Background: an optimization exercise with open tools, aiming at small area and few clock cycles per item. Do not read the settings as production practice. RTL that was checked went through simulation tests only; none was proved equivalent to the original. The clock input has no modelled driver; a real chip could not lean on it and would need a root buffer or a full tree. No activity file was given, so power comes from the tool's default toggle rates.

Setup of cedar:
## IS42S16320D
module IS42S16320D(
  input            ipClk,  
  input            ipReset,
  input      [24:0]ipAddress,
  input      [ 1:0]ipByteEnable,
  output reg       opWaitRequest,
  input      [15:0]ipWriteData,
  input            ipWrite,
  input            ipRead,
  output reg [15:0]opReadData,
  output reg       opReadDataValid,
  output           opCKE,
  output reg       opnCS,
  output reg       opnRAS,
  output reg       opnCAS,
  output reg       opnWE,
  output reg [12:0]opA,
  output reg [ 1:0]opBA,
  output reg [ 1:0]opDQM,
  output reg [15:0]opDQ,
  output reg       opDQ_en,
  input      [15:0]ipDQ
);
assign opCKE = 1'b1;
reg [ 9:0]RefreshCount;
reg [ 4:0]InitCount;     
reg       Busy;          
reg [ 1:0]RasWait;       
reg [ 3:0]BankOpen;
reg [ 3:0]BankCur;       
reg [12:0]RowOpen;
reg [ 3:0]ReadPipe;      
wire Tick     = &RefreshCount;
wire Window   = ~|RefreshCount[9:5] & ~(RefreshCount[4] & |RefreshCount[3:0]);
wire Slot5    = ~|RefreshCount[9:4] & (RefreshCount[3:0] == 4'd5);
wire Slot11   = ~|RefreshCount[9:4] & (RefreshCount[3:0] == 4'd11);
wire Ready    = InitCount[4];
wire InitRef  = InitCount[3] & (InitCount[2] ^ (InitCount[1] & InitCount[0]));
wire InitMRS  = ~InitCount[4] & (&InitCount[3:0]);
wire Active   = InitRef | InitMRS | Ready;
wire Request  = ipRead | ipWrite;
wire [1:0]Bank = ipAddress[11:10];
wire RowHit   = ipAddress[24:12] == RowOpen;
wire AnyOpen  = |BankOpen;
wire BankHit  = BankCur[Bank] & RowHit;
wire Serve    = Ready & ~Window & Request & ~Busy;
wire WriteOk  = ~ReadPipe[2] & ~ReadPipe[3] & (~ReadPipe[0] | &ipByteEnable);
wire NeedPre  = Serve & BankOpen[Bank] & ~BankHit;
wire DoRW     = Serve & BankHit & (ipRead | WriteOk);
wire DoAct    = Serve & ~BankOpen[Bank];
wire DoPre    = ((Active & Window & AnyOpen & ~Busy) | NeedPre) & ~|RasWait;
wire [3:0]Stale   = BankOpen & ~BankCur;
wire [1:0]StaleBank = {~Stale[0] & ~Stale[1], ~Stale[0] & (Stale[1] | ~Stale[2])};
wire DoPreS   = Ready & Busy & |Stale;
wire DoRef    = (InitRef | Ready) & (Slot5 | Slot11);
wire DoMRS    = InitMRS & Slot5;
always @(*) begin
  opWaitRequest   = ~DoRW & (Request | ~Ready);
  ...
==> module IS42S16320D, before the edit <==
module IS42S16320D(
  input            ipClk,  
  input            ipReset,
  input      [24:0]ipAddress,
  input      [ 1:0]ipByteEnable,
  output reg       opWaitRequest,
  input      [15:0]ipWriteData,
  input            ipWrite,
  input            ipRead,
  output reg [15:0]opReadData,
  output reg       opReadDataValid,
  output           opCKE,
  output reg       opnCS,
  output reg       opnRAS,
  output reg       opnCAS,
  output reg       opnWE,
  output reg [12:0]opA,
  output reg [ 1:0]opBA,
  output reg [ 1:0]opDQM,
  output reg [15:0]opDQ,
  output reg       opDQ_en,
  input      [15:0]ipDQ
);
assign opCKE = 1'b1;
reg [ 9:0]RefreshCount;
reg [ 4:0]InitCount;     
reg       Busy;          
reg [ 1:0]RasWait;       
reg [ 3:0]BankOpen;
reg [ 3:0]BankCur;       
reg [12:0]RowOpen;
reg [ 3:0]ReadPipe;      
wire Tick     = &RefreshCount;
wire Window   = ~|RefreshCount[9:5] & ~(RefreshCount[4] & |RefreshCount[3:0]);
wire Slot5    = ~|RefreshCount[9:4] & (RefreshCount[3:0] == 4'd5);
wire Slot11   = ~|RefreshCount[9:4] & (RefreshCount[3:0] == 4'd11);
wire Ready    = InitCount[4];
wire InitRef  = InitCount[3] & (InitCount[2] ^ (InitCount[1] & InitCount[0]));
wire InitMRS  = ~InitCount[4] & (&InitCount[3:0]);
wire Active   = InitRef | InitMRS | Ready;
wire Request  = ipRead | ipWrite;
wire [1:0]Bank = ipAddress[11:10];
wire RowHit   = ipAddress[24:12] == RowOpen;
wire AnyOpen  = |BankOpen;
wire BankHit  = BankCur[Bank] & RowHit;
wire Serve    = Ready & ~Window & Request & ~Busy;
wire WriteOk  = ~ReadPipe[2] & ~ReadPipe[3] & (~ReadPipe[0] | &ipByteEnable);
wire NeedPre  = Serve & BankOpen[Bank] & ~BankHit;
wire DoRW     = Serve & BankHit & (ipRead | WriteOk);
wire DoAct    = Serve & ~BankOpen[Bank];
wire DoPre    = ((Active & Window & AnyOpen & ~Busy) | NeedPre) & ~|RasWait;
wire [3:0]Stale   = BankOpen & ~BankCur;
wire [1:0]StaleBank = {~Stale[0] & ~Stale[1], ~Stale[0] & (Stale[1] | ~Stale[2])};
wire DoPreS   = Ready & Busy & |Stale;
wire DoRef    = (InitRef | Ready) & (Slot5 | Slot11);
wire DoMRS    = InitMRS & Slot5;
always @(*) begin
  opWaitRequest   = ~DoRW & (Request | ~Ready);
  opReadData      = ipDQ;
  opReadDataValid = ReadPipe[2];
  opnCS  = 1'b0;
  opnRAS = ~(DoAct | DoPre | DoPreS | DoRef | DoMRS);
  opnCAS = ~(DoRW | DoRef | DoMRS);
  opnWE  = ~((DoRW & ipWrite) | DoPre | DoPreS | DoMRS);
  opBA        = DoPreS ? StaleBank : Bank & {2{Ready}};
  opA[12:11]  = ipAddress[24:23] & {2{Ready}};
  opA[10]     = DoPre | (DoAct & ipAddress[22]);
  opA[ 9: 0]  = ~Ready  ? 10'h030 :
                BankHit ? ipAddress[9:0] : ipAddress[21:12];
  opDQ    = ipWriteData;
  opDQM   = ~ipByteEnable & {2{~ReadPipe[0]}};
  opDQ_en = ipWrite & ~ReadPipe[2] & ~ReadPipe[3];
end
always @(posedge ipClk) begin
  if(ipReset) begin
    InitCount    <= 0;
    BankOpen     <= 4'hF;  
  end else begin
    if(Tick & ~Ready) InitCount <= InitCount + 1'b1;
    if(DoPre) begin
      BankOpen <= 4'h0;
      BankCur  <= 4'h0;
    end else if(DoPreS) begin
      BankOpen[StaleBank] <= 1'b0;
    end else if(DoAct) begin
      BankOpen[Bank] <= 1'b1;
      if(RowHit) BankCur[Bank] <= 1'b1;
      else       BankCur       <= 4'h1 << Bank;
    end
  end
  RefreshCount <= RefreshCount + 1'b1;
  Busy <= DoAct | DoPre;
  if(DoAct)                RasWait <= 2'd3;
  else if(DoRW & ipWrite)  RasWait <= 2'd1;
  else if(|RasWait)        RasWait <= RasWait - 1'b1;
  ReadPipe <= {ReadPipe[2:0], DoRW & ipRead};
  if(DoAct) RowOpen <= ipAddress[24:12];
end
endmodule
clock: 10.0 ns
lec_check: 0
cap_margin: 20
core_margin: 2
core_utilization: 40
slew_margin: 20
standard.sh (not shown) runs the stock make flow with config.mk's settings and CLKGATE_MAP_FILE= SYNTH_SCRIPT=/design/flow/synth_recipe.tcl, a recipe that flattens the netlist after the stock synthesis.
==> flow/flow/run.sh <==
#!/bin/bash
# Standard ORFS layout with these changes:
# - synthesis maps logic with an area-oriented ABC script (flow/abc_area.script);
#   everything else in synthesis is the standard script (registers unchanged);
# - the synthesized logic is set to its smallest drive strengths before
#   floorplan (flow/downsize.tcl); the flow's repair steps size up as needed;
# - port buffers use the smallest buffer;
# - CTS without dummy loads; the clock port drives the leaf clock buffers
#   directly (flow/noroot.tcl).
set -euo pipefail
here=$(cd "$(dirname "$0")" && pwd)
work=$(pwd)
rm -rf "$work/scripts_abc"
cp -r "$FLOW_HOME/scripts" "$work/scripts_abc"
cp "$here/abc_area.script" "$work/scripts_abc/abc_speed.script"
export SCRIPTS_DIR="$work/scripts_abc"
export BUFFER_PORTS_ARGS="-buffer_cell sky130_fd_sc_hd__buf_1"
export PRE_FLOORPLAN_TCL="$here/downsize.tcl"
export CTS_ARGS="-sink_clustering_enable -repair_clock_nets -dont_use_dummy_load -sink_clustering_size 50 -sink_clustering_max_diameter 1000 -sink_clustering_levels 1"
export POST_CTS_TCL="$here/noroot.tcl"
bash standard.sh > standard.log 2>&1
Other scripts of this flow, unchanged in this note and not shown: flow/flow/abc_area.script, flow/flow/downsize.tcl, flow/flow/noroot.tcl
Testbench counts of cedar, summed over its fixed seeds: cycles 61,009, items 24,000.
Modified inputs, willow compared to cedar
diff --git a/flow/design.v b/flow/design.v
--- a/flow/design.v
+++ b/flow/design.v
@@ -21,13 +21,12 @@
   output reg       opDQ_en,
   input      [15:0]ipDQ
 );
 assign opCKE = 1'b1;
 reg [ 9:0]RefreshCount;
 reg [ 4:0]InitCount;     
-reg       Busy;          
 reg [ 1:0]RasWait;       
 reg [ 3:0]BankOpen;
 reg [ 3:0]BankCur;       
 reg [12:0]RowOpen;
 reg [ 3:0]ReadPipe;      
 wire Tick     = &RefreshCount;
@@ -40,31 +39,33 @@
 wire Active   = InitRef | InitMRS | Ready;
 wire Request  = ipRead | ipWrite;
 wire [1:0]Bank = ipAddress[11:10];
 wire RowHit   = ipAddress[24:12] == RowOpen;
 wire AnyOpen  = |BankOpen;
 wire BankHit  = BankCur[Bank] & RowHit;
+wire Busy     = &RasWait;
 wire Serve    = Ready & ~Window & Request & ~Busy;
 wire WriteOk  = ~ReadPipe[2] & ~ReadPipe[3] & (~ReadPipe[0] | &ipByteEnable);
 wire NeedPre  = Serve & BankOpen[Bank] & ~BankHit;
 wire DoRW     = Serve & BankHit & (ipRead | WriteOk);
 wire DoAct    = Serve & ~BankOpen[Bank];
 wire DoPre    = ((Active & Window & AnyOpen & ~Busy) | NeedPre) & ~|RasWait;
 wire [3:0]Stale   = BankOpen & ~BankCur;
 wire [1:0]StaleBank = {~Stale[0] & ~Stale[1], ~Stale[0] & (Stale[1] | ~Stale[2])};
 wire DoPreS   = Ready & Busy & |Stale;
+wire DoPreB   = NeedPre & |RasWait & Stale[Bank];
 wire DoRef    = (InitRef | Ready) & (Slot5 | Slot11);
 wire DoMRS    = InitMRS & Slot5;
 always @(*) begin
   opWaitRequest   = ~DoRW & (Request | ~Ready);
   opReadData      = ipDQ;
   opReadDataValid = ReadPipe[2];
   opnCS  = 1'b0;
-  opnRAS = ~(DoAct | DoPre | DoPreS | DoRef | DoMRS);
+  opnRAS = ~(DoAct | DoPre | DoPreB | DoPreS | DoRef | DoMRS);
   opnCAS = ~(DoRW | DoRef | DoMRS);
-  opnWE  = ~((DoRW & ipWrite) | DoPre | DoPreS | DoMRS);
+  opnWE  = ~((DoRW & ipWrite) | DoPre | DoPreB | DoPreS | DoMRS);
   opBA        = DoPreS ? StaleBank : Bank & {2{Ready}};
   opA[12:11]  = ipAddress[24:23] & {2{Ready}};
   opA[10]     = DoPre | (DoAct & ipAddress[22]);
   opA[ 9: 0]  = ~Ready  ? 10'h030 :
                 BankHit ? ipAddress[9:0] : ipAddress[21:12];
   opDQ    = ipWriteData;
@@ -77,23 +78,24 @@
     BankOpen     <= 4'hF;  
   end else begin
     if(Tick & ~Ready) InitCount <= InitCount + 1'b1;
     if(DoPre) begin
       BankOpen <= 4'h0;
       BankCur  <= 4'h0;
+    end else if(DoPreB) begin
+      BankOpen[Bank] <= 1'b0;
     end else if(DoPreS) begin
       BankOpen[StaleBank] <= 1'b0;
     end else if(DoAct) begin
       BankOpen[Bank] <= 1'b1;
       if(RowHit) BankCur[Bank] <= 1'b1;
       else       BankCur       <= 4'h1 << Bank;
     end
   end
   RefreshCount <= RefreshCount + 1'b1;
-  Busy <= DoAct | DoPre;
-  if(DoAct)                RasWait <= 2'd3;
+  if(DoAct | DoPre | DoPreB) RasWait <= 2'd3;
   else if(DoRW & ipWrite)  RasWait <= 2'd1;
   else if(|RasWait)        RasWait <= RasWait - 1'b1;
   ReadPipe <= {ReadPipe[2:0], DoRW & ipRead};
   if(DoAct) RowOpen <= ipAddress[24:12];
 end
 endmodule
Findings:
- Comparing fraction of area in clock buffers and inverters for cedar and willow, the smaller number came from cedar.
- Compared willow vs cedar, and arrival time at the worst endpoint is up in willow.
- Going from cedar to willow, post-layout utilization of the core rose by 0.65 points; floorplan core area rose by 1.2%; via total after detailed routing rose by 136.
- | hold slack | willow vs cedar | 0.0045 ns lower |
- Comparing global-route usage for cedar and willow, the bigger number came from willow.
- Changes observed in willow relative to cedar: maximum frequency dropped 1.9%; post-DP HPWL grew by 310 µm; clock latency of the later-clocked register in the worst-skew pair was more or less identical.
- Total power: cedar and willow compared, higher one is willow
No functional check of the RTL was part of willow.

## static timing again, ports no longer ideal
The results above use ideal ports. As a check the final layouts listed here were re-extracted and re-timed, cells and wires unchanged.
Step 1 sets driving cells, clkbuf_16 on the clock port and buf_2 on the other inputs (assumed; they add their load-dependent delay and slew).
Step 2 adds t to the input delays and takes it off the output delays; t is the mean of the earliest and latest rising clock arrival at the registers after step 1. Input paths then give back, and output paths get back, about the clock's delay inside the block.
Slacks: ideal ports / drivers / drivers and shift; pairs: ideal ports / drivers.
| run | t, ns | setup WS [ns] | worst setup path at the end | worst data-port slew with drivers (ns) | pins driven straight from the clock port |
|---|---|---|---|---|---|
| cedar | 0.202 | 2.409 / 2.385 / 2.385 | input to output | 0.08 | 4 |
| willow | 0.195 | 2.264 / 2.242 / 2.242 | input to output | 0.08 | 4 |
After both steps every run listed still meets setup and hold. The setup slack of cedar, which loses most, moves by -0.024 ns with the drivers and by -0.024 ns with both steps.
